Source: an optimization exercise on an open RTL-to-GDS flow (aim: small area and a short achievable clock period). Production flows keep margins and buffers that such runs may drop.
The RTL was checked by simulation tests, not by an equivalence proof against the original design.
No activity file was given, so power comes from the tool's default toggle rates.

## ALU_TOP
module ALU_TOP(
input    wire     [15:0]     A,B,
input    wire     [3:0]      ALU_FUN,
input    wire                clk,
input    wire                RST,
output   wire      [15:0]    Arith_OUT,Logic_OUT,CMP_OUT,Shift_OUT,
output   wire                Carry_OUT,
output   wire                Arith_Flag,Logic_Flag,CMP_Flag,Shift_Flag
);
For scale: roughly 2200 cells after synthesis.
export LEC_CHECK = 0
export ABC_AREA = 1
export CAP_MARGIN = 20
export CORE_MARGIN = 2
export CORE_UTILIZATION = 60
export PLACE_DENSITY = 0.75
export SLEW_MARGIN = 20
create_clock -name core_clock -period 32.0 [get_ports {clk}]
standard.sh (not shown) runs the stock make flow with config.mk's settings and CLKGATE_MAP_FILE= SYNTH_SCRIPT=/design/flow/synth_recipe.tcl, a recipe that flattens the netlist after the stock synthesis.
==> flow/flow/run.sh <==
#!/bin/bash
# The standard layout (standard.sh), with these settings changed:
#   ADDER_MAP_FILE empty: synthesis does not extract full/half adder cells
#   SETUP_SLACK_MARGIN: timing repair aims for this much setup slack
#   BUFFER_PORTS_ARGS: the port buffers are the smallest buffer cell
set -euo pipefail
bash standard.sh ADDER_MAP_FILE= SETUP_SLACK_MARGIN=14 "BUFFER_PORTS_ARGS=-buffer_cell sky130_fd_sc_hd__buf_1" finish > flow.log 2>&1
Next try:
--- a/flow/flow/run.sh
+++ b/flow/flow/run.sh
@@ -4,0 +5 @@
+#   ABC_LOAD_IN_FF: load synthesis assumes on each gate output (fF)
@@ -7 +8 @@
-bash standard.sh ADDER_MAP_FILE= SETUP_SLACK_MARGIN=14 "BUFFER_PORTS_ARGS=-buffer_cell sky130_fd_sc_hd__buf_1" finish > flow.log 2>&1
+bash standard.sh ADDER_MAP_FILE= ABC_LOAD_IN_FF=1 SETUP_SLACK_MARGIN=13 "BUFFER_PORTS_ARGS=-buffer_cell sky130_fd_sc_hd__buf_1" finish > flow.log 2>&1
Settings changed: PLACE_DENSITY 0.75 to default.
After rerunning:
- The new run completed with no timing, DRC or antenna violations
- combinational power shrinks by a few percent
- critical path depth grows by 19
- worst setup slack degrades by 0.42 ns
- wire length shrinks by a few percent
- synthesized cell count is unchanged
- via count shrinks slightly
- clock power shrinks by a little under a tenth
- final area shrinks by a few percent
- area after synthesis shrinks by a few percent
Next try:
--- a/flow/flow/run.sh
+++ b/flow/flow/run.sh
@@ -5 +4,0 @@
-#   ABC_LOAD_IN_FF: load synthesis assumes on each gate output (fF)
@@ -8 +7 @@
-bash standard.sh ADDER_MAP_FILE= ABC_LOAD_IN_FF=1 SETUP_SLACK_MARGIN=13 "BUFFER_PORTS_ARGS=-buffer_cell sky130_fd_sc_hd__buf_1" finish > flow.log 2>&1
+bash standard.sh ADDER_MAP_FILE= SETUP_SLACK_MARGIN=15 "BUFFER_PORTS_ARGS=-buffer_cell sky130_fd_sc_hd__buf_1" finish > flow.log 2>&1
Sequential share of layout area went down by 1.6 points.
Worst hold slack got worse by 0.0091 ns.
Combinational power went up by a quarter to a third.
Synthesized cell count stays the same.
Die area went up by a few percent.
Global-route usage went down by 0.69 points.
Synthesized area went up by a few percent.
Power went up by about a fifth.
Next try:
--- a/flow/flow/run.sh
+++ b/flow/flow/run.sh
@@ -7 +7 @@
-bash standard.sh ADDER_MAP_FILE= SETUP_SLACK_MARGIN=15 "BUFFER_PORTS_ARGS=-buffer_cell sky130_fd_sc_hd__buf_1" finish > flow.log 2>&1
+bash standard.sh ADDER_MAP_FILE= SETUP_SLACK_MARGIN=14 "BUFFER_PORTS_ARGS=-buffer_cell sky130_fd_sc_hd__buf_1" finish > flow.log 2>&1
Outcome: The changed run finished clean; clock-buffer cell count does not change; combinational power went down by 23%; cell area went down by 15%; routed wire length went down by 15%; sequential cell count does not change; sequential power went down by about 0.7%; setup slack improved by 0.18 ns; global-route usage went down by 0.60 points; critical path depth went down by 19; utilization went down by 11 points.
Next try:
--- a/flow/flow/run.sh
+++ b/flow/flow/run.sh
@@ -4,0 +5 @@
+#   ABC_LOAD_IN_FF: load synthesis assumes on each gate output (fF)
@@ -7 +8 @@
-bash standard.sh ADDER_MAP_FILE= SETUP_SLACK_MARGIN=14 "BUFFER_PORTS_ARGS=-buffer_cell sky130_fd_sc_hd__buf_1" finish > flow.log 2>&1
+bash standard.sh ADDER_MAP_FILE= ABC_LOAD_IN_FF=1 SETUP_SLACK_MARGIN=14 "BUFFER_PORTS_ARGS=-buffer_cell sky130_fd_sc_hd__buf_1" finish > flow.log 2>&1
Synthesized area goes down by 3.2%.
Routed wire length goes down by 1.3%.
Fmax goes down by 0.30%.

port drivers added, routing unchanged:
The results above use ideal ports. As a check the final layouts listed here were re-extracted and re-timed, cells and wires unchanged.
Step 1, drivers: a clkbuf_16 drives clk and a buf_2 each remaining input, both assumed.
Step 2 times the ports against the registers' clock, not the clock port: input delays grow and output delays shrink by t, the midpoint of the rising clock arrivals with the driver on.
Slacks: no drivers / after step 1 / after step 2; pairs: no drivers / after step 1.
run | shift t [ns] | setup slack, ns | hold slack, ns | worst setup path at the end | pins driven straight from the clock port
the first run | 0.375 | 14.664 / 14.622 / 14.836 | 5.816 / 5.798 / 6.173 | input to register | 1
the second run | 0.359 | 14.241 / 14.239 / 13.898 | 5.829 / 5.810 / 6.169 | input to register | 1
the third run | 0.367 | 14.635 / 14.594 / 14.961 | 5.820 / 5.803 / 6.170 | register to output | 1
the fourth run | 0.369 | 14.818 / 14.777 / 14.712 | 5.819 / 5.802 / 6.171 | input to register | 1
the fifth run | 0.361 | 14.766 / 14.725 / 14.873 | 5.828 / 5.808 / 6.170 | input to register | 1
After both steps every run listed still meets setup and hold. For the second run, which loses most, drivers alone change the setup slack by -0.002 ns; drivers and shift together by -0.343 ns.
